Context: an optimization exercise on an open-source flow, tuned for small area. The choices shown serve that exercise and are no tape-out recipe. No run shown here included a check of the RTL's function; only the layout flow was run.

[flow/flow/run.sh]
#!/bin/bash
# Layout flow: the standard layout (standard.sh) with two changes:
#  - after the standard synthesis, fa_polarity.py picks the polarity of each
#    full adder so that fewer inverters sit between adders (the registers and
#    all other cells stay as synthesis made them);
#  - the port buffers are the smallest buffer cell.
# Each step's output goes to a log of its own here; the tools' own logs are
# under orfs/logs.
set -euo pipefail
export BUFFER_PORTS_ARGS="-buffer_cell sky130_fd_sc_hd__buf_1"
R=orfs/results/${FLOW_PLATFORM}/lsort_detect/base
bash standard.sh synth > flow_synth.log 2>&1
cp $R/1_2_yosys.v flow_yosys_standard.v
python3 flow/fa_polarity.py flow_yosys_standard.v $R/1_2_yosys.new.v > flow_fa_polarity.log 2>&1
# the edited netlist is newer than 1_synth.odb, so make rebuilds it from there
mv $R/1_2_yosys.new.v $R/1_2_yosys.v
bash standard.sh finish > flow_finish.log 2>&1
[flow/flow/fa_polarity.py]
#!/usr/bin/env python3
"""Removes inverters around full adders in a Yosys gate-level netlist.

Yosys's extract_fa gives each full adder the polarity it finds first, so
chains of adders often pass through inverters. A full adder is self-dual:
FA(~a, ~b, ~c) = (~sum, ~carry), so each adder may take either polarity.
This pass folds the netlist's inverters into signal polarities, chooses the
polarity of every adder by local search to need the fewest inverters, and
writes the netlist back with one inverter per signal that some sink needs
inverted. Registers and all other cells are left as they are.

usage: fa_polarity.py IN.v OUT.v
"""
import random
import re
import sys

INV = "sky130_fd_sc_hd__inv_1"
OUT_PINS = {"X", "Y", "Q", "Q_N", "SUM", "COUT", "HI", "LO"}


def parse(text):
    m = re.search(r"^\s*module\s+(\S+)\s*\((.*?)\);", text, re.S | re.M)
    head_end = m.end()
    body_end = text.rindex("endmodule")
    body = text[head_end:body_end]
    items = []
    cell_re = re.compile(
        r"\s*(\S+)\s+(\\\S+\s|\S+)\s*\(\s*((?:\.\w+\([^()]*\)\s*,?\s*)*)\);", re.S)
    stmts = re.findall(r"[^;]*;", body, re.S)
    for s in stmts:
        cm = cell_re.fullmatch(s)
        if cm and cm.group(1).startswith("sky130_"):
            pins = [[p, n.strip()] for p, n in re.findall(r"\.(\w+)\(([^()]*)\)", cm.group(3))]
            items.append(["cell", cm.group(1), cm.group(2).strip(), pins])
        else:
            items.append(["text", s])
    tail = body[sum(len(x) for x in stmts):]
    return text[:head_end], items, tail, text[body_end:]


def run(src, dst, iters=300000, seed=1):
    text = open(src).read()
    head, items, tail, end = parse(text)
    cells = [it for it in items if it[0] == "cell"]

    # nets that assigns or ports name keep their driver and value
    fixed_text = " ".join(it[1] for it in items
                          if it[0] == "text" and it[1].strip().startswith("assign")) + head
    names = set(re.findall(r"\\\S+|[A-Za-z_][\w$]*", fixed_text))

    def fixed(n):
        return n in names or n.split("[")[0] in names

    def is_inv(c):
        return re.fullmatch(r"sky130_fd_sc_hd__inv_\d+", c[1]) is not None

    def is_fa(c):
        return re.fullmatch(r"sky130_fd_sc_hd__fa_\d+", c[1]) is not None

    drv = {}
    for c in cells:
        for p, n in c[3]:
            if p in OUT_PINS:
                drv[n] = c
    # foldable inverters: those whose output net is not fixed
    fold = set()
    for c in cells:
        if is_inv(c) and not fixed(dict(c[3])["Y"]):
            fold.add(id(c))

    def base(n):
        pol = 0
        seen = 0
        while n in drv and id(drv[n]) in fold and seen < 100:
            n = dict(drv[n][3])["A"]
            pol ^= 1
            seen += 1
        return n, pol

    fas = [c for c in cells if is_fa(c)]
    fa_index = {id(c): i for i, c in enumerate(fas)}
    # requirements: signal -> list of (adder index or -1, polarity)
    req = {}
    for c in cells:
        if id(c) in fold:
            continue
        fi = fa_index.get(id(c), -1)
        for p, n in c[3]:
            if p in OUT_PINS:
                continue
            s, pol = base(n)
            req.setdefault(s, []).append((fi, pol))
    for c in cells:
        if id(c) in fold:
            continue
        for p, n in c[3]:
            if p in OUT_PINS and fixed(n):
                req.setdefault(n, []).append((-1, 0))
    src_fa = {}
    for c in fas:
        for p, n in c[3]:
            if p in ("SUM", "COUT"):
                src_fa[n] = fa_index[id(c)]
    sigs = list(req)
    sig_id = {s: i for i, s in enumerate(sigs)}
    touch = [[] for _ in fas]
    for s in sigs:
        if s in src_fa:
            touch[src_fa[s]].append(sig_id[s])
        for fi, _ in req[s]:
            if fi >= 0:
                touch[fi].append(sig_id[s])
    touch = [sorted(set(t)) for t in touch]
    x = [0] * len(fas)

    def cost(si):
        s = sigs[si]
        pi = x[src_fa[s]] if s in src_fa else 0
        for fi, pol in req[s]:
            if (pol ^ (x[fi] if fi >= 0 else 0)) != pi:
                return 1
        return 0

    cur = [cost(i) for i in range(len(sigs))]
    total0 = sum(cur)
    total = total0
    best = total
    best_x = list(x)
    rng = random.Random(seed)
    for it in range(iters if fas else 0):
        temp = max(0.05, 1.0 - it / (0.8 * iters))
        f = rng.randrange(len(fas))
        x[f] ^= 1
        new = [(si, cost(si)) for si in touch[f]]
        delta = sum(c for _, c in new) - sum(cur[si] for si in touch[f])
        if delta <= 0 or rng.random() < pow(2.718281828, -delta / temp):
            for si, c in new:
                cur[si] = c
            total += delta
            if total < best:
                best = total
                best_x = list(x)
        else:
            x[f] ^= 1
    x = best_x

    # rebuild: one inverter per signal that some sink needs inverted
    inv_net = {}
    new_cells = []
    for s in sigs:
        pi = x[src_fa[s]] if s in src_fa else 0
        if any((pol ^ (x[fi] if fi >= 0 else 0)) != pi for fi, pol in req[s]):
            m = f"fapol_n{len(inv_net)}"
            inv_net[s] = m
            new_cells.append(["cell", INV, f"fapol_i{len(inv_net)}", [["A", s], ["Y", m]]])
    for c in cells:
        if id(c) in fold:
            continue
        fi = fa_index.get(id(c), -1)
        for pn in c[3]:
            p, n = pn
            if p in OUT_PINS:
                continue
            s, pol = base(n)
            want = pol ^ (x[fi] if fi >= 0 else 0)
            pi = x[src_fa[s]] if s in src_fa else 0
            pn[1] = s if want == pi else inv_net[s]
    for c in cells:
        if id(c) in fold:
            c[1] = None
    out = [head]
    out.append("".join(f"\n  wire {w};" for w in sorted(inv_net.values())))
    esc = chr(92)
    for it in items + new_cells:
        if it[0] == "text":
            out.append(it[1])
        elif it[1] is not None:
            conns = ",\n".join(f"    .{p}({n}{' ' if n.startswith(esc) else ''})"
                               for p, n in it[3])
            name = it[2] + (" " if it[2].startswith(esc) else "")
            out.append(f"\n  {it[1]} {name} (\n{conns}\n  );")
    out.append(tail)
    out.append(end)
    open(dst, "w").write("".join(out))
    print(f"fa_polarity: {len(fas)} adders, {len(fold)} inverters folded, "
          f"{len(inv_net)} placed ({total0} before the search)")


if __name__ == "__main__":
    run(sys.argv[1], sys.argv[2])
[flow/standard.sh]
#!/bin/bash
# synth_recipe.tcl (not shown) runs the flow's synth.tcl, then flattens the netlist and writes it again
# the make line also repeats each setting of config.mk as NAME=value (left out here)
make -C /OpenROAD-flow-scripts/flow DESIGN_CONFIG=/design/flow/config.mk WORK_HOME=/design/flow/orfs CLKGATE_MAP_FILE= SYNTH_SCRIPT=/design/flow/synth_recipe.tcl "${@:-finish}"
[flow/config.mk]
export PLATFORM = sky130hd
export DESIGN_NAME = lsort_detect
export DESIGN_NICKNAME = lsort_detect
export VERILOG_FILES = /design/flow/design.v
export SDC_FILE = /design/flow/constraint.sdc
export NUM_CORES = 4
export LEC_CHECK = 0
export CAP_MARGIN = 20
export CORE_MARGIN = 2
export CORE_UTILIZATION = 40
export CTS_CLUSTER_DIAMETER = 100
export CTS_CLUSTER_SIZE = 30
export SLEW_MARGIN = 20
[flow/constraint.sdc]
create_clock -name core_clock -period 14.0 [get_ports {clk}]
set_input_delay 2.8000 -clock core_clock [delete_from_list [all_inputs] [get_ports {clk}]]
set_output_delay 2.8000 -clock core_clock [all_outputs]
set_load 0.01 [all_outputs]
[flow/design.v]
module lsd_filter (
    input  [11:0] x,
    input  [11:0] s1,
    input  [11:0] s2,
    output [11:0] d
);
  wire f0, f1, f2, f3, f4, f5, f6, f7;
  wire f8, f9, f10, f11, f12, f13, f14, f15;
  wire f16, f17, f18, f19, f20, f21, f22, f23;
  wire f24, f25, f26, f27, f28, f29, f30, f31;
  wire f32, f33, f34, f35, f36, f37, f38, f39;
  wire f40, f41, f42, f43, f44, f45, f46, f47;
  wire f48, f49, f50, f51, f52, f53, f54, f55;
  wire f56, f57, f58, f59, f60, f61, f62, f63;
  wire f64, f65, f66, f67, f68, f69, f70, f71;
  wire f72, f73, f74, f75, f76, f77, f78, f79;
  wire f80, f81, f82, f83, f84, f85, f86, f87;
  wire f88, f89, f90, f91, f92, f93, f94, f95;
  wire f96, f97, f98, f99, f100, f101, f102, f103;
  wire f104, f105, f106, f107, f108, f109, f110, f111;
  wire f112, f113, f114, f115, f116, f117, f118, f119;
  wire f120, f121, f122, f123, f124, f125, f126, f127;
  wire f128, f129, f130, f131, f132, f133, f134, f135;
  wire f136, f137, f138, f139, f140, f141, f142, f143;
  wire f144, f145, f146, f147, f148, f149, f150, f151;
  wire f152, f153, f154, f155, f156, f157, f158, f159;
  wire f160, f161, f162, f163, f164, f165, f166, f167;
  wire f168, f169, f170, f171, f172, f173, f174, f175;
  wire f176, f177, f178, f179, f180, f181, f182, f183;
  wire f184, f185, f186, f187, f188, f189, f190, f191;
  wire f192, f193, f194, f195, f196, f197, f198, f199;
  wire f200, f201, f202, f203, f204, f205, f206, f207;
  wire f208, f209, f210, f211, f212, f213, f214, f215;
  wire f216, f217;
  assign f0 = s1[1] ^ ~s2[0] ^ ~s2[1];
  assign f1 = (s1[1] & ~s2[0]) | (s1[1] & ~s2[1]) | (~s2[0] & ~s2[1]);
  assign f2 = s1[0] ^ s1[2] ^ ~s2[1];
  assign f3 = (s1[0] & s1[2]) | (s1[0] & ~s2[1]) | (s1[2] & ~s2[1]);
  assign f4 = s1[0] ^ s1[1] ^ s1[3];
  assign f5 = (s1[0] & s1[1]) | (s1[0] & s1[3]) | (s1[1] & s1[3]);
  assign f6 = s1[1] ^ s1[2] ^ s1[4];
  assign f7 = (s1[1] & s1[2]) | (s1[1] & s1[4]) | (s1[2] & s1[4]);
  assign f8 = s1[2] ^ s1[3] ^ s1[5];
  assign f9 = (s1[2] & s1[3]) | (s1[2] & s1[5]) | (s1[3] & s1[5]);
  assign f10 = s1[3] ^ s1[4] ^ s1[6];
  assign f11 = (s1[3] & s1[4]) | (s1[3] & s1[6]) | (s1[4] & s1[6]);
  assign f12 = ~s2[0] ^ ~s2[5] ^ ~s2[6];
  assign f13 = (~s2[0] & ~s2[5]) | (~s2[0] & ~s2[6]) | (~s2[5] & ~s2[6]);
  assign f14 = s1[0] ^ s1[4] ^ s1[5];
  assign f15 = (s1[0] & s1[4]) | (s1[0] & s1[5]) | (s1[4] & s1[5]);
  assign f16 = s1[7] ^ ~s2[0] ^ ~s2[1];
  assign f17 = (s1[7] & ~s2[0]) | (s1[7] & ~s2[1]) | (~s2[0] & ~s2[1]);
  assign f18 = ~(~s2[6] ^ ~s2[7]);
  assign f19 = ~s2[6] | ~s2[7];
  assign f20 = s1[1] ^ s1[5] ^ s1[6];
  assign f21 = (s1[1] & s1[5]) | (s1[1] & s1[6]) | (s1[5] & s1[6]);
  assign f22 = s1[8] ^ ~s2[1] ^ ~s2[2];
  assign f23 = (s1[8] & ~s2[1]) | (s1[8] & ~s2[2]) | (~s2[1] & ~s2[2]);
  assign f24 = s1[2] ^ s1[6] ^ s1[7];
  assign f25 = (s1[2] & s1[6]) | (s1[2] & s1[7]) | (s1[6] & s1[7]);
  assign f26 = s1[9] ^ ~s2[2] ^ ~s2[3];
  assign f27 = (s1[9] & ~s2[2]) | (s1[9] & ~s2[3]) | (~s2[2] & ~s2[3]);
  assign f28 = s1[0] ^ s1[3] ^ s1[7];
  assign f29 = (s1[0] & s1[3]) | (s1[0] & s1[7]) | (s1[3] & s1[7]);
  assign f30 = s1[8] ^ s1[10] ^ ~s2[3];
  assign f31 = (s1[8] & s1[10]) | (s1[8] & ~s2[3]) | (s1[10] & ~s2[3]);
  assign f32 = ~s2[4] ^ ~s2[9] ^ ~s2[10];
  assign f33 = (~s2[4] & ~s2[9]) | (~s2[4] & ~s2[10]) | (~s2[9] & ~s2[10]);
  assign f34 = s1[1] ^ s1[4] ^ s1[8];
  assign f35 = (s1[1] & s1[4]) | (s1[1] & s1[8]) | (s1[4] & s1[8]);
  assign f36 = s1[9] ^ ~s1[11] ^ ~s2[4];
  assign f37 = (s1[9] & ~s1[11]) | (s1[9] & ~s2[4]) | (~s1[11] & ~s2[4]);
  assign f38 = ~s2[5] ^ ~s2[10] ^ s2[11];
  assign f39 = (~s2[5] & ~s2[10]) | (~s2[5] & s2[11]) | (~s2[10] & s2[11]);
  assign f40 = s1[2] ^ s1[5] ^ s1[9];
  assign f41 = (s1[2] & s1[5]) | (s1[2] & s1[9]) | (s1[5] & s1[9]);
  assign f42 = s1[10] ^ ~s2[5] ^ ~s2[6];
  assign f43 = (s1[10] & ~s2[5]) | (s1[10] & ~s2[6]) | (~s2[5] & ~s2[6]);
  assign f44 = s1[3] ^ s1[6] ^ s1[10];
  assign f45 = (s1[3] & s1[6]) | (s1[3] & s1[10]) | (s1[6] & s1[10]);
  assign f46 = ~s1[11] ^ ~s2[6] ^ ~s2[7];
  assign f47 = (~s1[11] & ~s2[6]) | (~s1[11] & ~s2[7]) | (~s2[6] & ~s2[7]);
  assign f48 = s1[4] ^ s1[7] ^ ~s1[11];
  assign f49 = (s1[4] & s1[7]) | (s1[4] & ~s1[11]) | (s1[7] & ~s1[11]);
  assign f50 = s1[5] ^ s1[8] ^ ~s2[8];
  assign f51 = (s1[5] & s1[8]) | (s1[5] & ~s2[8]) | (s1[8] & ~s2[8]);
  assign f52 = s1[6] ^ s1[9] ^ ~s2[9];
  assign f53 = (s1[6] & s1[9]) | (s1[6] & ~s2[9]) | (s1[9] & ~s2[9]);
  assign f54 = s1[7] ^ s1[10] ^ ~s2[10];
  assign f55 = (s1[7] & s1[10]) | (s1[7] & ~s2[10]) | (s1[10] & ~s2[10]);
  assign f56 = s1[8] ^ ~s1[11] ^ s2[11];
  assign f57 = (s1[8] & ~s1[11]) | (s1[8] & s2[11]) | (~s1[11] & s2[11]);
  assign f58 = f1 ^ f2 ^ ~s2[2];
  assign f59 = (f1 & f2) | (f1 & ~s2[2]) | (f2 & ~s2[2]);
  assign f60 = f3 ^ f4 ^ ~s2[2];
  assign f61 = (f3 & f4) | (f3 & ~s2[2]) | (f4 & ~s2[2]);
  assign f62 = f5 ^ f6 ^ ~s2[3];
  assign f63 = (f5 & f6) | (f5 & ~s2[3]) | (f6 & ~s2[3]);
  assign f64 = f7 ^ f8 ^ ~s2[4];
  assign f65 = (f7 & f8) | (f7 & ~s2[4]) | (f8 & ~s2[4]);
  assign f66 = f9 ^ f10 ^ f12;
  assign f67 = (f9 & f10) | (f9 & f12) | (f10 & f12);
  assign f68 = f11 ^ f13 ^ f14;
  assign f69 = (f11 & f13) | (f11 & f14) | (f13 & f14);
  assign f70 = f15 ^ f17 ^ f19;
  assign f71 = (f15 & f17) | (f15 & f19) | (f17 & f19);
  assign f72 = f20 ^ f22 ^ ~s2[7];
  assign f73 = (f20 & f22) | (f20 & ~s2[7]) | (f22 & ~s2[7]);
  assign f74 = f21 ^ f23 ^ f24;
  assign f75 = (f21 & f23) | (f21 & f24) | (f23 & f24);
  assign f76 = f26 ^ ~s2[8] ^ ~s2[9];
  assign f77 = (f26 & ~s2[8]) | (f26 & ~s2[9]) | (~s2[8] & ~s2[9]);
  assign f78 = f25 ^ f27 ^ f28;
  assign f79 = (f25 & f27) | (f25 & f28) | (f27 & f28);
  assign f80 = f29 ^ f31 ^ f33;
  assign f81 = (f29 & f31) | (f29 & f33) | (f31 & f33);
  assign f82 = f34 ^ f36 ^ f38;
  assign f83 = (f34 & f36) | (f34 & f38) | (f36 & f38);
  assign f84 = f35 ^ f37 ^ f39;
  assign f85 = (f35 & f37) | (f35 & f39) | (f37 & f39);
  assign f86 = f40 ^ f42 ^ s2[11];
  assign f87 = (f40 & f42) | (f40 & s2[11]) | (f42 & s2[11]);
  assign f88 = f41 ^ f43 ^ f44;
  assign f89 = (f41 & f43) | (f41 & f44) | (f43 & f44);
  assign f90 = f45 ^ f47 ^ f48;
  assign f91 = (f45 & f47) | (f45 & f48) | (f47 & f48);
  assign f92 = f49 ^ f50 ^ ~s2[9];
  assign f93 = (f49 & f50) | (f49 & ~s2[9]) | (f50 & ~s2[9]);
  assign f94 = f51 ^ f52 ^ ~s2[10];
  assign f95 = (f51 & f52) | (f51 & ~s2[10]) | (f52 & ~s2[10]);
  assign f96 = f53 ^ f54 ^ s2[11];
  assign f97 = (f53 & f54) | (f53 & s2[11]) | (f54 & s2[11]);
  assign f98 = ~(f55 ^ f56);
  assign f99 = f55 | f56;
  assign f100 = f59 ^ f60 ^ ~s2[3];
  assign f101 = (f59 & f60) | (f59 & ~s2[3]) | (f60 & ~s2[3]);
  assign f102 = f61 ^ f62 ^ ~s2[4];
  assign f103 = (f61 & f62) | (f61 & ~s2[4]) | (f62 & ~s2[4]);
  assign f104 = f63 ^ f64 ^ ~s2[5];
  assign f105 = (f63 & f64) | (f63 & ~s2[5]) | (f64 & ~s2[5]);
  assign f106 = ~(f65 ^ f66);
  assign f107 = f65 | f66;
  assign f108 = f67 ^ f68 ^ f16;
  assign f109 = (f67 & f68) | (f67 & f16) | (f68 & f16);
  assign f110 = f69 ^ f70 ^ f72;
  assign f111 = (f69 & f70) | (f69 & f72) | (f70 & f72);
  assign f112 = f71 ^ f73 ^ f74;
  assign f113 = (f71 & f73) | (f71 & f74) | (f73 & f74);
  assign f114 = f75 ^ f77 ^ f78;
  assign f115 = (f75 & f77) | (f75 & f78) | (f77 & f78);
  assign f116 = f30 ^ f32 ^ x[0];
  assign f117 = (f30 & f32) | (f30 & x[0]) | (f32 & x[0]);
  assign f118 = f79 ^ f80 ^ f82;
  assign f119 = (f79 & f80) | (f79 & f82) | (f80 & f82);
  assign f120 = f81 ^ f83 ^ f84;
  assign f121 = (f81 & f83) | (f81 & f84) | (f83 & f84);
  assign f122 = f85 ^ f87 ^ f88;
  assign f123 = (f85 & f87) | (f85 & f88) | (f87 & f88);
  assign f124 = f89 ^ f90 ^ ~s2[7];
  assign f125 = (f89 & f90) | (f89 & ~s2[7]) | (f90 & ~s2[7]);
  assign f126 = f91 ^ f92 ^ x[5];
  assign f127 = (f91 & f92) | (f91 & x[5]) | (f92 & x[5]);
  assign f128 = f93 ^ f94 ^ x[6];
  assign f129 = (f93 & f94) | (f93 & x[6]) | (f94 & x[6]);
  assign f130 = f95 ^ f96 ^ x[7];
  assign f131 = (f95 & f96) | (f95 & x[7]) | (f96 & x[7]);
  assign f132 = f97 ^ f98 ^ x[8];
  assign f133 = (f97 & f98) | (f97 & x[8]) | (f98 & x[8]);
  assign f134 = f99 ^ f57 ^ s1[9];
  assign f135 = (f99 & f57) | (f99 & s1[9]) | (f57 & s1[9]);
  assign f136 = ~(s1[10] ^ x[10]);
  assign f137 = s1[10] | x[10];
  assign f138 = ~(~s1[11] ^ ~x[11]);
  assign f139 = ~s1[11] | ~x[11];
  assign f140 = f107 ^ f108 ^ f18;
  assign f141 = (f107 & f108) | (f107 & f18) | (f108 & f18);
  assign f142 = f109 ^ f110 ^ ~s2[8];
  assign f143 = (f109 & f110) | (f109 & ~s2[8]) | (f110 & ~s2[8]);
  assign f144 = f111 ^ f112 ^ f76;
  assign f145 = (f111 & f112) | (f111 & f76) | (f112 & f76);
  assign f146 = f113 ^ f114 ^ f116;
  assign f147 = (f113 & f114) | (f113 & f116) | (f114 & f116);
  assign f148 = f115 ^ f117 ^ f118;
  assign f149 = (f115 & f117) | (f115 & f118) | (f117 & f118);
  assign f150 = f119 ^ f120 ^ f86;
  assign f151 = (f119 & f120) | (f119 & f86) | (f120 & f86);
  assign f152 = f121 ^ f122 ^ f46;
  assign f153 = (f121 & f122) | (f121 & f46) | (f122 & f46);
  assign f154 = f123 ^ f124 ^ ~s2[8];
  assign f155 = (f123 & f124) | (f123 & ~s2[8]) | (f124 & ~s2[8]);
  assign f156 = ~(f125 ^ f126);
  assign f157 = f125 | f126;
  assign f158 = ~(f127 ^ f128);
  assign f159 = f127 | f128;
  assign f160 = f133 ^ f134 ^ x[9];
  assign f161 = (f133 & f134) | (f133 & x[9]) | (f134 & x[9]);
  assign f162 = f145 ^ f146 ^ x[11];
  assign f163 = (f145 & f146) | (f145 & x[11]) | (f146 & x[11]);
  assign f164 = f147 ^ f148 ^ x[1];
  assign f165 = (f147 & f148) | (f147 & x[1]) | (f148 & x[1]);
  assign f166 = f149 ^ f150 ^ x[2];
  assign f167 = (f149 & f150) | (f149 & x[2]) | (f150 & x[2]);
  assign f168 = f151 ^ f152 ^ x[3];
  assign f169 = (f151 & f152) | (f151 & x[3]) | (f152 & x[3]);
  assign f170 = f153 ^ f154 ^ x[4];
  assign f171 = (f153 & f154) | (f153 & x[4]) | (f154 & x[4]);
  assign f172 = f159 ^ f129 ^ f130;
  assign f173 = (f159 & f129) | (f159 & f130) | (f129 & f130);
  assign f174 = f161 ^ f135 ^ f136;
  assign f175 = (f161 & f135) | (f161 & f136) | (f135 & f136);
  assign f176 = f171 ^ f155 ^ f156;
  assign f177 = (f171 & f155) | (f171 & f156) | (f155 & f156);
  assign f178 = f173 ^ f131 ^ f132;
  assign f179 = (f173 & f131) | (f173 & f132) | (f131 & f132);
  assign f180 = f175 ^ f137 ^ f138;
  assign f181 = (f175 & f137) | (f175 & f138) | (f137 & f138);
  assign f182 = f177 ^ f157 ^ f158;
  assign f183 = (f177 & f157) | (f177 & f158) | (f157 & f158);
  assign f184 = (s1[0] & ~s2[0]) | (s1[0] & ~x[11]) | (~s2[0] & ~x[11]);
  assign f185 = (f0 & 1'b1) | (f0 & f184) | (1'b1 & f184);
  assign f186 = f58 & f185;
  assign f187 = f100 & f186;
  assign f188 = (f101 & f102) | (f101 & f187) | (f102 & f187);
  assign f189 = (f103 & f104) | (f103 & f188) | (f104 & f188);
  assign f190 = (f105 & f106) | (f105 & f189) | (f106 & f189);
  assign f191 = f140 & f190;
  assign f192 = (f141 & f142) | (f141 & f191) | (f142 & f191);
  assign f193 = (f143 & f144) | (f143 & f192) | (f144 & f192);
  assign f194 = f162 ^ f193;
  assign f195 = f162 & f193;
  assign f196 = f163 ^ f164 ^ f195;
  assign f197 = (f163 & f164) | (f163 & f195) | (f164 & f195);
  assign f198 = f165 ^ f166 ^ f197;
  assign f199 = (f165 & f166) | (f165 & f197) | (f166 & f197);
  assign f200 = f167 ^ f168 ^ f199;
  assign f201 = (f167 & f168) | (f167 & f199) | (f168 & f199);
  assign f202 = f169 ^ f170 ^ f201;
  assign f203 = (f169 & f170) | (f169 & f201) | (f170 & f201);
  assign f204 = f176 ^ f203;
  assign f205 = f176 & f203;
  assign f206 = f182 ^ f205;
  assign f207 = f182 & f205;
  assign f208 = f183 ^ f172 ^ f207;
  assign f209 = (f183 & f172) | (f183 & f207) | (f172 & f207);
  assign f210 = f178 ^ f209;
  assign f211 = f178 & f209;
  assign f212 = f179 ^ f160 ^ f211;
  assign f213 = (f179 & f160) | (f179 & f211) | (f160 & f211);
  assign f214 = f174 ^ f213;
  assign f215 = f174 & f213;
  assign f216 = f180 ^ f215;
  assign f217 = f180 & f215;
  assign d = {f216, f214, f212, f210, f208, f206, f204, f202, f200, f198, f196, f194};
endmodule
module lsd_mag (
    input  [11:0] d,
    input  [11:0] s2,
    output [11:0] y,
    output [10:0] u
);
  wire m0, m1, m2, m3, m4, m5, m6, m7;
  wire m8, m9, m10, m11, m12, m13, m14, m15;
  wire m16, m17, m18, m19, m20, m21, m22, m23;
  wire m24, m25, m26, m27, m28, m29, m30, m31;
  wire m32, m33, m34, m35, m36, m37, m38, m39;
  wire m40, m41, m42, m43, m44, m45, m46, m47;
  wire m48, m49, m50, m51, m52, m53, m54, m55;
  wire m56, m57, m58, m59, m60, m61, m62, m63;
  wire m64, m65, m66, m67, m68, m69, m70, m71;
  wire m72, m73, m74, m75, m76, m77, m78, m79;
  wire m80, m81, m82, m83, m84, m85, m86, m87;
  wire m88, m89, m90, m91, m92, m93, m94, m95;
  wire m96, m97, m98, m99, m100, m101, m102, m103;
  wire m104, m105, m106, m107, m108, m109, m110, m111;
  wire m112, m113, m114, m115, m116, m117, m118, m119;
  wire m120, m121, m122, m123, m124, m125, m126, m127;
  wire m128, m129, m130, m131, m132, m133, m134, m135;
  wire m136, m137, m138, m139, m140, m141, m142, m143;
  wire m144, m145, m146;
  assign m0 = ~(d[0] ^ ~s2[0]);
  assign m1 = d[0] | ~s2[0];
  assign m2 = m1 ^ d[1] ^ ~s2[1];
  assign m3 = (m1 & d[1]) | (m1 & ~s2[1]) | (d[1] & ~s2[1]);
  assign m4 = m3 ^ d[2] ^ ~s2[2];
  assign m5 = (m3 & d[2]) | (m3 & ~s2[2]) | (d[2] & ~s2[2]);
  assign m6 = m5 ^ d[3] ^ ~s2[3];
  assign m7 = (m5 & d[3]) | (m5 & ~s2[3]) | (d[3] & ~s2[3]);
  assign m8 = m7 ^ d[4] ^ ~s2[4];
  assign m9 = (m7 & d[4]) | (m7 & ~s2[4]) | (d[4] & ~s2[4]);
  assign m10 = m9 ^ d[5] ^ ~s2[5];
  assign m11 = (m9 & d[5]) | (m9 & ~s2[5]) | (d[5] & ~s2[5]);
  assign m12 = m11 ^ d[6] ^ ~s2[6];
  assign m13 = (m11 & d[6]) | (m11 & ~s2[6]) | (d[6] & ~s2[6]);
  assign m14 = m13 ^ d[7] ^ ~s2[7];
  assign m15 = (m13 & d[7]) | (m13 & ~s2[7]) | (d[7] & ~s2[7]);
  assign m16 = m15 ^ d[8] ^ ~s2[8];
  assign m17 = (m15 & d[8]) | (m15 & ~s2[8]) | (d[8] & ~s2[8]);
  assign m18 = m17 ^ d[9] ^ ~s2[9];
  assign m19 = (m17 & d[9]) | (m17 & ~s2[9]) | (d[9] & ~s2[9]);
  assign m20 = m19 ^ d[10] ^ ~s2[10];
  assign m21 = (m19 & d[10]) | (m19 & ~s2[10]) | (d[10] & ~s2[10]);
  assign m22 = m21 ^ ~d[11] ^ s2[11];
  assign m23 = (m21 & ~d[11]) | (m21 & s2[11]) | (~d[11] & s2[11]);
  assign m24 = m23 ^ 1'b1;
  assign m25 = m23 & 1'b1;
  assign m26 = ~m0 ^ m4 ^ ~m12;
  assign m27 = (~m0 & m4) | (~m0 & ~m12) | (m4 & ~m12);
  assign m28 = ~m2 ^ m6 ^ ~m14;
  assign m29 = (~m2 & m6) | (~m2 & ~m14) | (m6 & ~m14);
  assign m30 = m0 ^ ~m4 ^ m8;
  assign m31 = (m0 & ~m4) | (m0 & m8) | (~m4 & m8);
  assign m32 = m2 ^ ~m6 ^ m10;
  assign m33 = (m2 & ~m6) | (m2 & m10) | (~m6 & m10);
  assign m34 = m4 ^ ~m8 ^ m12;
  assign m35 = (m4 & ~m8) | (m4 & m12) | (~m8 & m12);
  assign m36 = m6 ^ ~m10 ^ m14;
  assign m37 = (m6 & ~m10) | (m6 & m14) | (~m10 & m14);
  assign m38 = m8 ^ ~m12 ^ m16;
  assign m39 = (m8 & ~m12) | (m8 & m16) | (~m12 & m16);
  assign m40 = m10 ^ ~m14 ^ m18;
  assign m41 = (m10 & ~m14) | (m10 & m18) | (~m14 & m18);
  assign m42 = m12 ^ ~m16 ^ m20;
  assign m43 = (m12 & ~m16) | (m12 & m20) | (~m16 & m20);
  assign m44 = m14 ^ ~m18 ^ m22;
  assign m45 = (m14 & ~m18) | (m14 & m22) | (~m18 & m22);
  assign m46 = m16 ^ ~m20 ^ ~m24;
  assign m47 = (m16 & ~m20) | (m16 & ~m24) | (~m20 & ~m24);
  assign m48 = ~(m18 ^ ~m22);
  assign m49 = m18 | ~m22;
  assign m50 = m29 ^ m30 ^ ~m16;
  assign m51 = (m29 & m30) | (m29 & ~m16) | (m30 & ~m16);
  assign m52 = m31 ^ m32 ^ ~m18;
  assign m53 = (m31 & m32) | (m31 & ~m18) | (m32 & ~m18);
  assign m54 = m33 ^ m34 ^ ~m20;
  assign m55 = (m33 & m34) | (m33 & ~m20) | (m34 & ~m20);
  assign m56 = m35 ^ m36 ^ ~m22;
  assign m57 = (m35 & m36) | (m35 & ~m22) | (m36 & ~m22);
  assign m58 = m37 ^ m38 ^ m24;
  assign m59 = (m37 & m38) | (m37 & m24) | (m38 & m24);
  assign m60 = ~(m39 ^ m40);
  assign m61 = m39 | m40;
  assign m62 = ~(m41 ^ m42);
  assign m63 = m41 | m42;
  assign m64 = ~(m43 ^ m44);
  assign m65 = m43 | m44;
  assign m66 = m49 ^ m20 ^ m24;
  assign m67 = (m49 & m20) | (m49 & m24) | (m20 & m24);
  assign m68 = ~(m57 ^ m58);
  assign m69 = m57 | m58;
  assign m70 = m65 ^ m45 ^ m46;
  assign m71 = (m65 & m45) | (m65 & m46) | (m45 & m46);
  assign m72 = ~(m67 ^ m22);
  assign m73 = m67 | m22;
  assign m74 = m69 ^ m59 ^ m60;
  assign m75 = (m69 & m59) | (m69 & m60) | (m59 & m60);
  assign m76 = m71 ^ m47 ^ m48;
  assign m77 = (m71 & m47) | (m71 & m48) | (m47 & m48);
  assign m78 = m75 ^ m61 ^ m62;
  assign m79 = (m75 & m61) | (m75 & m62) | (m61 & m62);
  assign m80 = m79 ^ m63 ^ m64;
  assign m81 = (m79 & m63) | (m79 & m64) | (m63 & m64);
  assign m82 = ~m0 & 1'b1;
  assign m83 = ~m2 & m82;
  assign m84 = ~m4 & m83;
  assign m85 = ~m6 & m84;
  assign m86 = (m0 & ~m8) | (m0 & m85) | (~m8 & m85);
  assign m87 = (m2 & ~m10) | (m2 & m86) | (~m10 & m86);
  assign m88 = (m26 & 1'b1) | (m26 & m87) | (1'b1 & m87);
  assign m89 = (m27 & m28) | (m27 & m88) | (m28 & m88);
  assign m90 = m50 & m89;
  assign m91 = m51 ^ m52 ^ m90;
  assign m92 = (m51 & m52) | (m51 & m90) | (m52 & m90);
  assign m93 = m53 ^ m54 ^ m92;
  assign m94 = (m53 & m54) | (m53 & m92) | (m54 & m92);
  assign m95 = m55 ^ m56 ^ m94;
  assign m96 = (m55 & m56) | (m55 & m94) | (m56 & m94);
  assign m97 = m68 ^ m96;
  assign m98 = m68 & m96;
  assign m99 = m74 ^ m98;
  assign m100 = m74 & m98;
  assign m101 = m78 ^ m100;
  assign m102 = m78 & m100;
  assign m103 = m80 ^ m102;
  assign m104 = m80 & m102;
  assign m105 = m81 ^ m70 ^ m104;
  assign m106 = (m81 & m70) | (m81 & m104) | (m70 & m104);
  assign m107 = m76 ^ m106;
  assign m108 = m76 & m106;
  assign m109 = m77 ^ m66 ^ m108;
  assign m110 = (m77 & m66) | (m77 & m108) | (m66 & m108);
  assign m111 = m72 ^ m110;
  assign m112 = m72 & m110;
  assign m113 = m73 ^ ~m24 ^ m112;
  assign m114 = (m73 & ~m24) | (m73 & m112) | (~m24 & m112);
  assign m115 = m91 ^ m113;
  assign m116 = m115 ^ m113;
  assign m117 = m115 & m113;
  assign m118 = m93 ^ m113;
  assign m119 = m118 ^ m117;
  assign m120 = m118 & m117;
  assign m121 = m95 ^ m113;
  assign m122 = m121 ^ m120;
  assign m123 = m121 & m120;
  assign m124 = m97 ^ m113;
  assign m125 = m124 ^ m123;
  assign m126 = m124 & m123;
  assign m127 = m99 ^ m113;
  assign m128 = m127 ^ m126;
  assign m129 = m127 & m126;
  assign m130 = m101 ^ m113;
  assign m131 = m130 ^ m129;
  assign m132 = m130 & m129;
  assign m133 = m103 ^ m113;
  assign m134 = m133 ^ m132;
  assign m135 = m133 & m132;
  assign m136 = m105 ^ m113;
  assign m137 = m136 ^ m135;
  assign m138 = m136 & m135;
  assign m139 = m107 ^ m113;
  assign m140 = m139 ^ m138;
  assign m141 = m139 & m138;
  assign m142 = m109 ^ m113;
  assign m143 = m142 ^ m141;
  assign m144 = m142 & m141;
  assign m145 = m111 ^ m113;
  assign m146 = m145 ^ m144;
  assign u = {m146, m143, m140, m137, m134, m131, m128, m125, m122, m119, m116};
  assign y = {m113, m111, m109, m107, m105, m103, m101, m99, m97, m95, m93, m91};
endmodule
module lsd_pop (
    input  [22:0] z,
    output [4:0] cnt
);
  wire p0, p1, p2, p3, p4, p5, p6, p7;
  wire p8, p9, p10, p11, p12, p13, p14, p15;
  wire p16, p17, p18, p19, p20, p21, p22, p23;
  wire p24, p25, p26, p27, p28, p29, p30, p31;
  wire p32, p33, p34, p35, p36, p37, p38, p39;
  wire p40, p41, p42, p43;
  assign p0 = z[0] ^ z[1] ^ z[2];
  assign p1 = (z[0] & z[1]) | (z[0] & z[2]) | (z[1] & z[2]);
  assign p2 = z[3] ^ z[4] ^ z[5];
  assign p3 = (z[3] & z[4]) | (z[3] & z[5]) | (z[4] & z[5]);
  assign p4 = z[6] ^ z[7] ^ z[8];
  assign p5 = (z[6] & z[7]) | (z[6] & z[8]) | (z[7] & z[8]);
  assign p6 = z[9] ^ z[10] ^ z[11];
  assign p7 = (z[9] & z[10]) | (z[9] & z[11]) | (z[10] & z[11]);
  assign p8 = z[12] ^ z[13] ^ z[14];
  assign p9 = (z[12] & z[13]) | (z[12] & z[14]) | (z[13] & z[14]);
  assign p10 = z[15] ^ z[16] ^ z[17];
  assign p11 = (z[15] & z[16]) | (z[15] & z[17]) | (z[16] & z[17]);
  assign p12 = z[18] ^ z[19] ^ z[20];
  assign p13 = (z[18] & z[19]) | (z[18] & z[20]) | (z[19] & z[20]);
  assign p14 = ~(z[21] ^ z[22]);
  assign p15 = z[21] | z[22];
  assign p16 = p0 ^ p2 ^ p4;
  assign p17 = (p0 & p2) | (p0 & p4) | (p2 & p4);
  assign p18 = p6 ^ p8 ^ p10;
  assign p19 = (p6 & p8) | (p6 & p10) | (p8 & p10);
  assign p20 = p1 ^ p3 ^ p5;
  assign p21 = (p1 & p3) | (p1 & p5) | (p3 & p5);
  assign p22 = p7 ^ p9 ^ p11;
  assign p23 = (p7 & p9) | (p7 & p11) | (p9 & p11);
  assign p24 = ~(p13 ^ p15);
  assign p25 = p13 | p15;
  assign p26 = p16 ^ p18 ^ p12;
  assign p27 = (p16 & p18) | (p16 & p12) | (p18 & p12);
  assign p28 = p17 ^ p19 ^ p20;
  assign p29 = (p17 & p19) | (p17 & p20) | (p19 & p20);
  assign p30 = p21 ^ p23 ^ p25;
  assign p31 = (p21 & p23) | (p21 & p25) | (p23 & p25);
  assign p32 = p27 ^ p28 ^ p22;
  assign p33 = (p27 & p28) | (p27 & p22) | (p28 & p22);
  assign p34 = p33 ^ p29 ^ p30;
  assign p35 = (p33 & p29) | (p33 & p30) | (p29 & p30);
  assign p36 = p26 ^ p14;
  assign p37 = p26 & p14;
  assign p38 = p32 ^ p24 ^ p37;
  assign p39 = (p32 & p24) | (p32 & p37) | (p24 & p37);
  assign p40 = p34 ^ p39;
  assign p41 = p34 & p39;
  assign p42 = p35 ^ p31 ^ p41;
  assign p43 = (p35 & p31) | (p35 & p41) | (p31 & p41);
  assign cnt = {p43, p42, p40, p38, p36};
endmodule
`timescale 1ns / 1ps
module lsort_detect (
    input               clk,
    input               rst_n,
    input               in_valid,
    input        [ 1:0] in_channel,
    input        [11:0] in_data,
    output logic        out_valid,
    output logic [ 1:0] out_channel,
    output logic [10:0] out_data,
    output logic        out_spike,
    output logic [38:0] out_time
);
  localparam int NS = 24;   
  logic [1:0] ph;
  always_ff @(posedge clk or negedge rst_n)
    if (!rst_n) ph <= 2'd0;
    else ph <= ph + 2'd1;
  logic [1:0] dly;
  logic [3:1] ev;
  logic [11:0] ed1, ed2, ed3;
  assign dly = in_channel - ph;
  always_ff @(posedge clk or negedge rst_n)
    if (!rst_n) ev <= '0;
    else begin
      ev[1] <= in_valid && dly == 2'd3;
      ev[2] <= ev[1] || (in_valid && dly == 2'd2);
      ev[3] <= ev[2] || (in_valid && dly == 2'd1);
    end
  always_ff @(posedge clk) begin
    ed1 <= in_data;
    ed2 <= (in_valid && dly == 2'd2) ? in_data : ed1;
    ed3 <= (in_valid && dly == 2'd1) ? in_data : ed2;
  end
  logic pv;
  logic [11:0] x;
  assign pv = ev[3] || (in_valid && dly == 2'd0);
  assign x  = ev[3] ? ed3 : in_data;
  logic [23:0] flt0, flt1, flt2, flt3;   
  logic seen3;
  always_ff @(posedge clk or negedge rst_n)
    if (!rst_n) seen3 <= 1'b0;
    else if (pv && ph == 2'd3) seen3 <= 1'b1;
  logic [11:0] s1, s2, d;
  assign s1 = seen3 ? flt3[23:12] : 12'd0;
  assign s2 = seen3 ? flt3[11:0] : 12'd0;
  lsd_filter u_filter (
      .x (x),
      .s1(s1),
      .s2(s2),
      .d (d)
  );
  logic v1;
  logic [11:0] s2o;
  always_ff @(posedge clk or negedge rst_n)
    if (!rst_n) v1 <= 1'b0;
    else v1 <= pv;
  always_ff @(posedge clk) begin
    flt0 <= pv ? {d, s1} : flt3;
    flt1 <= flt0;
    flt2 <= flt1;
    flt3 <= flt2;
    s2o  <= s2;
  end
  logic [10:0] u;
  logic [11:0] y;
  logic [5:0] g;
  lsd_mag u_mag (
      .d (flt0[23:12]),
      .s2(s2o),
      .y (y),
      .u (u)
  );
  always_comb
    if (y[11]) g = (&y[10:6]) ? ~y[5:0] : 6'd63;
    else if (y[10:6] != 0) g = 6'd63;
    else g = (y[5:0] == 0) ? 6'd0 : y[5:0] - 6'd1;
  logic [NS-1:0][5:0] win0, win1, win2, win3;   
  always_ff @(posedge clk) begin
    win0[0] <= v1 ? g : win3[0];
    for (int j = 1; j < NS - 1; j++) win0[j] <= v1 ? win3[j-1] : win3[j];
    win0[NS-1] <= win3[NS-2];
    win1 <= win0;
    win2 <= win1;
    win3 <= win2;
  end
  logic [4:0] fill;
  always_ff @(posedge clk or negedge rst_n)
    if (!rst_n) fill <= '0;
    else if (v1 && ph == 2'd0 && fill != 5'd24) fill <= fill + 5'd1;
  logic v2;
  logic [10:0] u2;
  always_ff @(posedge clk or negedge rst_n)
    if (!rst_n) v2 <= 1'b0;
    else v2 <= v1;
  always_ff @(posedge clk) u2 <= u;
  logic is3;
  logic [5:0] q;
  logic [NS-1:1] lt;
  logic [4:0] nlt;
  assign is3 = (ph == 2'd1);   
  assign q = u2[10:5] - {5'd0, u2[4:0] == 5'd0};
  always_comb
    for (int j = 1; j < NS; j++) lt[j] = (5'(j) + {4'd0, is3} <= fill) && (win0[j] < q);
  lsd_pop u_pop (
      .z  (lt),
      .cnt(nlt)   
  );
  assign out_valid = v2;
  assign out_data  = u2;
  assign out_spike = (u2 != 11'd0) && nlt[4];
  logic [40:0] cnt, cnt_carry;
  assign {out_time, out_channel} = cnt;
  always_comb begin
    cnt_carry[0] = v2;
    for (int b = 1; b < 41; b++) cnt_carry[b] = cnt_carry[b-1] & cnt[b-1];
  end
  always_ff @(posedge clk or negedge rst_n)
    if (!rst_n) cnt <= '0;
    else cnt <= cnt ^ cnt_carry;
endmodule
==> report_table.html, run 1 <==
<table>
<tr><th>Metric</th><th>Value</th></tr>
<tr><th colspan="2">Floorplanning</th></tr>
<tr><td>Total die area</td><td>0.0669 mm²</td></tr>
<tr><td>Starting density of the core</td><td>0.404</td></tr>
<tr><td># rows</td><td>93</td></tr>
<tr><td>Die span in y</td><td>~260 µm</td></tr>
<tr><td>Number of I/O pins</td><td>71</td></tr>
<tr><td>Core region area</td><td>0.0642 mm²</td></tr>
<tr><td>Chip Width</td><td>259 µm</td></tr>
<tr><th colspan="2">CTS</th></tr>
<tr><td>TritonCTS clock tree</td><td>built</td></tr>
<tr><td>CTS resizes</td><td>0</td></tr>
<tr><td>Maximum clock path buffer count</td><td>3</td></tr>
<tr><td>Post-CTS setup buffer count</td><td>0</td></tr>
<tr><td>Clock-pin slew of the registers on the worst-case setup and hold paths</td><td>0.11 ns</td></tr>
<tr><td>H-tree lvl count</td><td>1</td></tr>
<tr><td>Number of hold buffers added after CTS</td><td>0</td></tr>
<tr><td>CTS buffer count</td><td>31</td></tr>
<tr><td>Latest clock arrival within the worst-skew pair</td><td>0.62 ns</td></tr>
<tr><td>Clock tree root driver cell</td><td>clkbuf_16</td></tr>
<tr><td>Clock sink count</td><td>767</td></tr>
<tr><th colspan="2">Cells and area</th></tr>
<tr><td>Register Area</td><td>between 0.015 and 0.02 mm²</td></tr>
<tr><td>Fill count</td><td>5837</td></tr>
<tr><td>Post-layout net count</td><td>2271</td></tr>
<tr><td>Layout cell share with drive strength beyond 1</td><td>0.124</td></tr>
<tr><td>Antenna diode count</td><td>0</td></tr>
<tr><td>Final Instance Count excl. Fillers</td><td>2764</td></tr>
<tr><td>Multi-input logic area</td><td>0.00978 mm²</td></tr>
<tr><td>Area added between synthesis and finish</td><td>8.49%</td></tr>
<tr><th colspan="2">Timing</th></tr>
<tr><td>Largest clock skew in the final design</td><td>0.0283 ns</td></tr>
<tr><td>Post-route worst setup slack</td><td>2.71 ns</td></tr>
<tr><td>Final setup vio count</td><td>0</td></tr>
<tr><td>Slew Limit Fails</td><td>0</td></tr>
<tr><td>Fin Setup TNS</td><td>0 ns</td></tr>
<tr><td>Share of the cycle needed by the critical path after routing</td><td>0.806</td></tr>
<tr><td>Unrepaired setup endpoints after global routing</td><td>false</td></tr>
<tr><td>Worst slew slack as a fraction of its limit</td><td>0.348</td></tr>
<tr><td>Maximum clock frequency</td><td>88.6 MHz</td></tr>
<tr><td>Post-layout minimum cycle time</td><td>between 10 and 15 ns</td></tr>
<tr><td>Number of hold violations in the final report</td><td>0</td></tr>
<tr><td>Transition time at the pin with the least slew margin</td><td>0.951 ns</td></tr>
<tr><th colspan="2">Synth</th></tr>
<tr><td>Synthesized Nets</td><td>2189</td></tr>
<tr><td>Gate count after technology mapping</td><td>1818</td></tr>
<tr><td>Avg Inst Size Synth</td><td>14.3 µm²</td></tr>
<tr><td>Summed instance area of the synthesized netlist</td><td>0.0259 mm²</td></tr>
<tr><td>Syn. warnings</td><td>1</td></tr>
<tr><th colspan="2">GRT</th></tr>
<tr><td>Total global-route track usage</td><td>0.135</td></tr>
<tr><td>Initial antenna violation count</td><td>0</td></tr>
<tr><td>Pin count of the biggest net entering global routing</td><td>55</td></tr>
<tr><td>Wire length of the first global-routing pass</td><td>72400 µm</td></tr>
<tr><td>Gr ovfl total</td><td>0</td></tr>
<tr><td>Vias in the first global route</td><td>13700</td></tr>
<tr><th colspan="2">Worst setup path</th></tr>
<tr><td>Type of the worst setup path</td><td>flip-flop to flip-flop</td></tr>
<tr><td>Endpoint type of the worst setup path</td><td>flip-flop</td></tr>
<tr><td>Critical Path Fanout Max</td><td>13</td></tr>
<tr><td>Slowest Stage Delay on Critical Path</td><td>approximately 0.67 ns</td></tr>
<tr><td>CP required</td><td>14.50 ns</td></tr>
<tr><td>Data arrival at the endpoint of the critical path</td><td>11.79 ns</td></tr>
<tr><td>Library cell contributing the largest single delay on the critical path</td><td>xnor3_1</td></tr>
<tr><td>Most numerous cell on the critical path</td><td>fa_1</td></tr>
<tr><td>Kind of start point of the critical path</td><td>flip-flop</td></tr>
<tr><th colspan="2">Route</th></tr>
<tr><td>Number of vias per cell after detailed routing</td><td>~4.6</td></tr>
<tr><td># DRC</td><td>0</td></tr>
<tr><td>Remaining antenna violation count</td><td>0</td></tr>
<tr><td>Total iterations of the first detailed-routing run</td><td>4</td></tr>
<tr><td>Routed length per placed instance</td><td>15.9 µm</td></tr>
<tr><td>Final Routed Wirelength</td><td>43900 µm</td></tr>
<tr><td>First DRT Iteration DRCs</td><td>approximately 450</td></tr>
<tr><td>Vias</td><td>12800</td></tr>
<tr><th colspan="2">Placed design</th></tr>
<tr><td>Weighted congestion reported at the end of routability-driven placement</td><td>about 0.79</td></tr>
<tr><td>HPWL after DPL</td><td>just over 30000 µm</td></tr>
<tr><td>Pre-CTS setup slack</td><td>2.64 ns</td></tr>
<tr><td>PortBufs</td><td>70</td></tr>
<tr><td>Placed Instances</td><td>2721</td></tr>
<tr><th colspan="2">Flow run</th></tr>
<tr><td>Max-cap viol count</td><td>0</td></tr>
<tr><th colspan="2">Worst hold path</th></tr>
<tr><td>Kind of path behind the tightest hold check</td><td>flip-flop to flip-flop</td></tr>
<tr><th colspan="2">Status</th></tr>
<tr><td>Result of the run</td><td>finished clean</td></tr>
</table>
cell type report:
class                   count  share of cell area
inverters                 115              0.0153
clock inverters             6             0.00280
multi-input cells         904               0.347
well taps                 855              0.0380
clock buffers              36              0.0286
repair buffers             81              0.0126
flip-flops and latches    767               0.555
placed cells by master, fill, tap and decap left out, types with 8 or more instances in the layout:
cell,count
nand2_1,64
a2111oi_0,9
nand3_1,13
o21a_1,19
fa_1,142
xnor2_1,16
a21oi_1,43
inv_1,115
ha_1,212
nand2b_1,15
mux2_2,172
buf_1,69
o211ai_1,11
xor2_1,8
dfxtp_1,713
clkbuf_16,31
dfrtp_1,53
nor2_1,30
buf_4,10
o21ai_0,51
registers in the layout, indices dropped and copies added (netlist names), 12 cells and up:
register and count:
ed1 12, flt3 24, win0 144, flt0 24, win1 138, win3 138
s2o 12, win2 138, ed2 12, flt2 24, flt1 24, ed3 12
cnt 41
worst max-delay path, delay by kind of cell, from the launching register on:
family                     cells  cell delay, ns
buffers and inverters          5            0.30
adders and majority gates     31            9.43
xor gates and xnor gates       4            1.08
DFF                            1            0.35
stage by stage:
stage	hold WS [ns]	instance area (µm²)	utilization
after floorplan	0.310	25900	-
after global placement	0.310	27200	0.424
after detailed placement	0.312	27200	0.424
after CTS	0.333	28100	0.438
after global routing	0.334	28100	0.438
final	0.329	28100	0.438
final timing paths:
check	end	start	depth (start not counted)	slack, ns
max in group asynchronous	v1$_DFF_PN0_	rst_n	2	11.17
setup / recovery	u2[10]$_DFF_P_	flt0[12]$_DFF_P_	40	2.71
hold reg to reg	win3[95]$_DFF_P_	win2[95]$_DFF_P_	0	0.33
min in group asynchronous	cnt[10]$_DFF_PN0_	rst_n	2	2.30
hold / removal	win3[95]$_DFF_P_	win2[95]$_DFF_P_	0	0.33
setup reg to reg	u2[10]$_DFF_P_	flt0[12]$_DFF_P_	40	2.71
per-layer routing:
metal | share of wire | track usage
met4 | 0.026 | 0.0368
met3 | 0.029 | 0.0186
met2 | 0.46 | 0.222
met1 | 0.49 | 0.185
met5 | 0 | 0
==> inputs of run 2 (changes only) <==
--- a/flow/design.v
+++ b/flow/design.v
@@ -496,7 +496,7 @@
     output logic        out_spike,
     output logic [38:0] out_time
 );
-  localparam int NS = 24;   
+  localparam int NW = 23;   
   logic [1:0] ph;
   always_ff @(posedge clk or negedge rst_n)
     if (!rst_n) ph <= 2'd0;
@@ -548,45 +548,36 @@
     s2o  <= s2;
   end
   logic [10:0] u;
-  logic [11:0] y;
-  logic [5:0] g;
   lsd_mag u_mag (
       .d (flt0[23:12]),
       .s2(s2o),
-      .y (y),
+      .y (),
       .u (u)
   );
-  always_comb
-    if (y[11]) g = (&y[10:6]) ? ~y[5:0] : 6'd63;
-    else if (y[10:6] != 0) g = 6'd63;
-    else g = (y[5:0] == 0) ? 6'd0 : y[5:0] - 6'd1;
-  logic [NS-1:0][5:0] win0, win1, win2, win3;   
+  logic v2;
+  logic [10:0] u2;
+  always_ff @(posedge clk or negedge rst_n)
+    if (!rst_n) v2 <= 1'b0;
+    else v2 <= v1;
+  always_ff @(posedge clk) u2 <= u;
+  logic [5:0] g;   
+  assign g = (u2[10:6] != 0) ? 6'd63 : (u2[5:0] == 0) ? 6'd0 : u2[5:0] - 6'd1;
+  logic [NW-1:0][5:0] win0, win1, win2, win3;
   always_ff @(posedge clk) begin
-    win0[0] <= v1 ? g : win3[0];
-    for (int j = 1; j < NS - 1; j++) win0[j] <= v1 ? win3[j-1] : win3[j];
-    win0[NS-1] <= win3[NS-2];
-    win1 <= win0;
+    win0 <= win3;
+    win1 <= v2 ? {win0[NW-2:0], g} : win0;
     win2 <= win1;
     win3 <= win2;
   end
   logic [4:0] fill;
   always_ff @(posedge clk or negedge rst_n)
     if (!rst_n) fill <= '0;
-    else if (v1 && ph == 2'd0 && fill != 5'd24) fill <= fill + 5'd1;
-  logic v2;
-  logic [10:0] u2;
-  always_ff @(posedge clk or negedge rst_n)
-    if (!rst_n) v2 <= 1'b0;
-    else v2 <= v1;
-  always_ff @(posedge clk) u2 <= u;
-  logic is3;
+    else if (v2 && ph == 2'd1 && fill != 5'd23) fill <= fill + 5'd1;
   logic [5:0] q;
-  logic [NS-1:1] lt;
+  logic [NW-1:0] lt;
   logic [4:0] nlt;
-  assign is3 = (ph == 2'd1);   
   assign q = u2[10:5] - {5'd0, u2[4:0] == 5'd0};
-  always_comb
-    for (int j = 1; j < NS; j++) lt[j] = (5'(j) + {4'd0, is3} <= fill) && (win0[j] < q);
+  always_comb for (int j = 0; j < NW; j++) lt[j] = (5'(j) < fill) && (win0[j] < q);
   lsd_pop u_pop (
       .z  (lt),
       .cnt(nlt)   
==> run 2 against run 1 <==
Net effect:
- still clean
- sequential cell count is 6 lower
- sequential share of layout area rose by 0.69 points
- fmax down 1.8%
- core utilization hardly changed
- clock-buffer cell count rose by 1
- die area decreased by 1.8%
- via count shrank 5.3%
- wire length fell by 5.5%
- worst setup slack worse by 0.21 ns
- synthesized cell count decreased by 3.4%
- critical endpoint unchanged
- largest cell class unchanged
==> report_table.html, run 2 <==
<table>
<tr><th>Metric</th><th>Value</th></tr>
<tr><th colspan="2">CTS</th></tr>
<tr><td>CTS resizes</td><td>0 (unchanged)</td></tr>
<tr><td>Clock tree root driver cell</td><td>clkbuf_16</td></tr>
<tr><td>Latest clock arrival within the worst-skew pair</td><td>0.62 ns (about the same)</td></tr>
<tr><td>H-tree lvl count</td><td>1 (unchanged)</td></tr>
<tr><td>CTS buffer count</td><td>29 (-6.5%)</td></tr>
<tr><td>Clock sink count</td><td>761 (-0.78%)</td></tr>
<tr><td>Clock-pin slew of the registers on the worst-case setup and hold paths</td><td>0.11 ns (about the same)</td></tr>
<tr><td>Post-CTS setup buffer count</td><td>0 (unchanged)</td></tr>
<tr><td>Number of hold buffers added after CTS</td><td>0 (unchanged)</td></tr>
<tr><td>TritonCTS clock tree</td><td>built</td></tr>
<tr><td>Maximum clock path buffer count</td><td>3 (unchanged)</td></tr>
<tr><th colspan="2">GRT</th></tr>
<tr><td>Pin count of the biggest net entering global routing</td><td>55 (unchanged)</td></tr>
<tr><td>Initial antenna violation count</td><td>0 (unchanged)</td></tr>
<tr><td>Vias in the first global route</td><td>13100 (-4.2%)</td></tr>
<tr><td>Wire length of the first global-routing pass</td><td>69400 µm (-4.1%)</td></tr>
<tr><td>Total global-route track usage</td><td>0.129 (-0.00508)</td></tr>
<tr><td>Gr ovfl total</td><td>0 (unchanged)</td></tr>
<tr><th colspan="2">Cells and area</th></tr>
<tr><td>Multi-input logic area</td><td>0.00944 mm² (-3.5%)</td></tr>
<tr><td>Fill count</td><td>5693 (-2.5%)</td></tr>
<tr><td>Post-layout net count</td><td>2193 (-3.4%)</td></tr>
<tr><td>Final Instance Count excl. Fillers</td><td>2688 (-2.7%)</td></tr>
<tr><td>Most common cell after layout, fill and taps aside</td><td>dfxtp_1</td></tr>
<tr><td>Antenna diode count</td><td>0 (unchanged)</td></tr>
<tr><td>Layout cell share with drive strength beyond 1</td><td>0.125 (+0.00178)</td></tr>
<tr><td>Register Area</td><td>0.0155 mm² (-0.77%)</td></tr>
<tr><td>Most used cells in the layout excluding fill and tap cells</td><td>dfxtp_1 (707), ha_1 (200), mux2_2 (174)</td></tr>
<tr><td>Area added between synthesis and finish</td><td>8.32%</td></tr>
<tr><th colspan="2">Timing</th></tr>
<tr><td>Largest clock skew in the final design</td><td>0.0278 ns (-0.000546 ns)</td></tr>
<tr><td>Hold slack final</td><td>0.309 ns (-0.0197 ns)</td></tr>
<tr><td>Slew Limit Fails</td><td>0 (unchanged)</td></tr>
<tr><td>Final setup vio count</td><td>0 (unchanged)</td></tr>
<tr><td>Post-layout minimum cycle time</td><td>11.50 ns (+0.210 ns)</td></tr>
<tr><td>Number of hold violations in the final report</td><td>0 (unchanged)</td></tr>
<tr><td>Fin Setup TNS</td><td>0 ns (unchanged)</td></tr>
<tr><td>Unrepaired setup endpoints after global routing</td><td>false</td></tr>
<tr><td>Transition time at the pin with the least slew margin</td><td>1.03 ns (+0.0743 ns)</td></tr>
<tr><td>Worst slew slack as a fraction of its limit</td><td>0.316 (-0.0314)</td></tr>
<tr><td>Share of the cycle needed by the critical path after routing</td><td>0.821 (+0.0150)</td></tr>
<tr><td>Maximum clock frequency</td><td>87.0 MHz (-1.8%)</td></tr>
<tr><th colspan="2">Worst setup path</th></tr>
<tr><td>Type of the worst setup path</td><td>flip-flop to flip-flop</td></tr>
<tr><td>Kind of start point of the critical path</td><td>flip-flop</td></tr>
<tr><td>Data arrival at the endpoint of the critical path</td><td>12.02 ns (+0.23 ns)</td></tr>
<tr><td>Reg2Reg Depth</td><td>45 (+13%)</td></tr>
<tr><td>Endpoint type of the worst setup path</td><td>flip-flop</td></tr>
<tr><td>Startpoint of the worst-slack reg-to-reg timing path</td><td>flt0[12]$_DFF_P_</td></tr>
<tr><td>CP required</td><td>14.52 ns (+0.02 ns)</td></tr>
<tr><td>Worst R2R Setup Slack</td><td>2.50 ns (-0.21 ns)</td></tr>
<tr><td>Reg2Reg Capture Point</td><td>u2[10]$_DFF_P_</td></tr>
<tr><td>Critical Path Fanout Max</td><td>12 (-1)</td></tr>
<tr><td>Slowest Stage Delay on Critical Path</td><td>0.59 ns (-0.08 ns)</td></tr>
<tr><td>Library cell contributing the largest single delay on the critical path</td><td>fa_1</td></tr>
<tr><td>Most numerous cell on the critical path</td><td>fa_1</td></tr>
<tr><th colspan="2">Flow run</th></tr>
<tr><td>Max-cap viol count</td><td>0 (unchanged)</td></tr>
<tr><th colspan="2">Route</th></tr>
<tr><td>Number of vias per cell after detailed routing</td><td>4.49 (-2.6%)</td></tr>
<tr><td>Routed length per placed instance</td><td>15.4 µm (-2.8%)</td></tr>
<tr><td>Remaining antenna violation count</td><td>0 (unchanged)</td></tr>
<tr><td># DRC</td><td>0 (unchanged)</td></tr>
<tr><td>Final Routed Wirelength</td><td>41500 µm (-5.5%)</td></tr>
<tr><td>Vias</td><td>12100 (-5.3%)</td></tr>
<tr><td>First DRT Iteration DRCs</td><td>501 (+10%)</td></tr>
<tr><td>Total iterations of the first detailed-routing run</td><td>4 (unchanged)</td></tr>
<tr><th colspan="2">Status</th></tr>
<tr><td>Result of the run</td><td>finished clean</td></tr>
<tr><th colspan="2">Worst hold path</th></tr>
<tr><td>Launch point of the worst hold path</td><td>flt0[8]$_DFF_P_</td></tr>
<tr><td>Number of instances on the worst hold path</td><td>0 (unchanged)</td></tr>
<tr><td>Sink of the worst hold path</td><td>flt1[8]$_DFF_P_</td></tr>
<tr><td>Kind of path behind the tightest hold check</td><td>flip-flop to flip-flop</td></tr>
<tr><th colspan="2">Synth</th></tr>
<tr><td>Avg Inst Size Synth</td><td>14.5 µm² (+1.6%)</td></tr>
<tr><td>Summed instance area of the synthesized netlist</td><td>0.0255 mm² (-1.8%)</td></tr>
<tr><td>Gate count after technology mapping</td><td>1756 (-3.4%)</td></tr>
<tr><td>Syn. warnings</td><td>1 (unchanged)</td></tr>
<tr><td>Synthesized Nets</td><td>2116 (-3.3%)</td></tr>
<tr><th colspan="2">Placed design</th></tr>
<tr><td>HPWL after DPL</td><td>28600 µm (-7.5%)</td></tr>
<tr><td>Placed Instances</td><td>2647 (-2.7%)</td></tr>
<tr><td>PortBufs</td><td>70 (unchanged)</td></tr>
<tr><td>Weighted congestion reported at the end of routability-driven placement</td><td>0.789 (-0.40%)</td></tr>
<tr><th colspan="2">Floorplanning</th></tr>
<tr><td>Number of I/O pins</td><td>71 (unchanged)</td></tr>
<tr><td>Die span in y</td><td>256 µm (-0.91%)</td></tr>
<tr><td>Total die area</td><td>0.0657 mm² (-1.8%)</td></tr>
<tr><td># rows</td><td>92 (-1.1%)</td></tr>
<tr><td>Core region area</td><td>0.0630 mm² (-2.0%)</td></tr>
<tr><td>Chip Width</td><td>256 µm (-0.91%)</td></tr>
<tr><td>Starting density of the core</td><td>0.404 (+0.000531)</td></tr>
</table>
run 2: changes by cell type in the layout (fill, tap and decap cells not counted), sizes merged, moves of 6 or more:
cell   delta
inv      -12
a21oi    -14
nand3     -7
dfxtp     -6
ha       -12
run 2: critical path, delay by kind of cell (launching register included):
kind                     cells  cell delay (ns)
buffers and inverters        9             0.75
adder cells (fa/ha/maj)     32             9.72
XOR/XNOR                     4             0.59
flip-flops                   1             0.33
run 2: metal layers:
| layer | part of all wire | vias up | wire (µm) | GRT usage |
|---|---|---|---|---|
| met5 | 0 | - | 0 | 0 |
| met4 | 0.019 | 0 | 782 | 0.0273 |
| met3 | 0.020 | 46 | 831 | 0.0158 |
| met2 | 0.49 | 78 | 20300 | 0.228 |
| met1 | 0.47 | 5956 | 19600 | 0.171 |
| li1 | - | 5995 | - | - |
run 2: worst max-delay path by stage:
| stage | to | slack (ns) | depth (start not counted) | start |
|---|---|---|---|---|
| 2_1_floorplan | u2[10]$_DFF_P_ | 2.86 | 45 | flt0[12]$_DFF_P_ |
| 3_3_place_gp | u2[10]$_DFF_P_ | 2.69 | 45 | flt0[12]$_DFF_P_ |
| 3_5_place_dp | u2[10]$_DFF_P_ | 2.41 | 45 | flt0[12]$_DFF_P_ |
| 4_1_cts | u2[10]$_DFF_P_ | 2.42 | 45 | flt0[12]$_DFF_P_ |
| 5_1_grt | u2[10]$_DFF_P_ | 1.88 | 45 | flt0[12]$_DFF_P_ |
| 6_report | u2[10]$_DFF_P_ | 2.50 | 45 | flt0[12]$_DFF_P_ |
run 2: final cells by class:
cell class | instances | share of cell area
tap | 846 | 0.0384
inverter | 106 | 0.0144
timing repair buffer | 82 | 0.0131
clock inverter | 3 | 0.00240
multi-input combinational | 853 | 0.342
clock buffer | 37 | 0.0274
sequential | 761 | 0.562
run 2: per-stage QoR:
step           instance area, µm²  setup WS, ns   util
2_1_floorplan               25500          2.86      -
3_3_place_gp                26700          2.69  0.425
4_1_cts                     27600          2.42  0.438
5_1_grt                     27600          1.88  0.438
3_5_place_dp                26700          2.41  0.425
6_report                    27600          2.50  0.438

[port drivers added, routing unchanged]
How much do the figures lean on ideal ports? The routed layouts below were timed once more, with nothing changed but the port constraints. Step 1, drivers: a clkbuf_16 drives clk and a buf_2 each remaining input, both assumed. Step 2 times the ports against the registers' clock, not the clock port: input delays grow and output delays shrink by t, the midpoint of the rising clock arrivals with the driver on. Three values: no drivers, after step 1, after step 2; two values: the first two.
| run | t, ns | setup slack, ns | hold WS [ns] |
|---|---|---|---|
| run 1 | 0.674 | 2.712 / 2.712 / 2.712 | 0.329 / 0.329 / 0.329 |
| run 2 | 0.667 | 2.502 / 2.502 / 2.502 | 0.309 / 0.309 / 0.309 |
After both steps setup and hold are still met in every run listed.
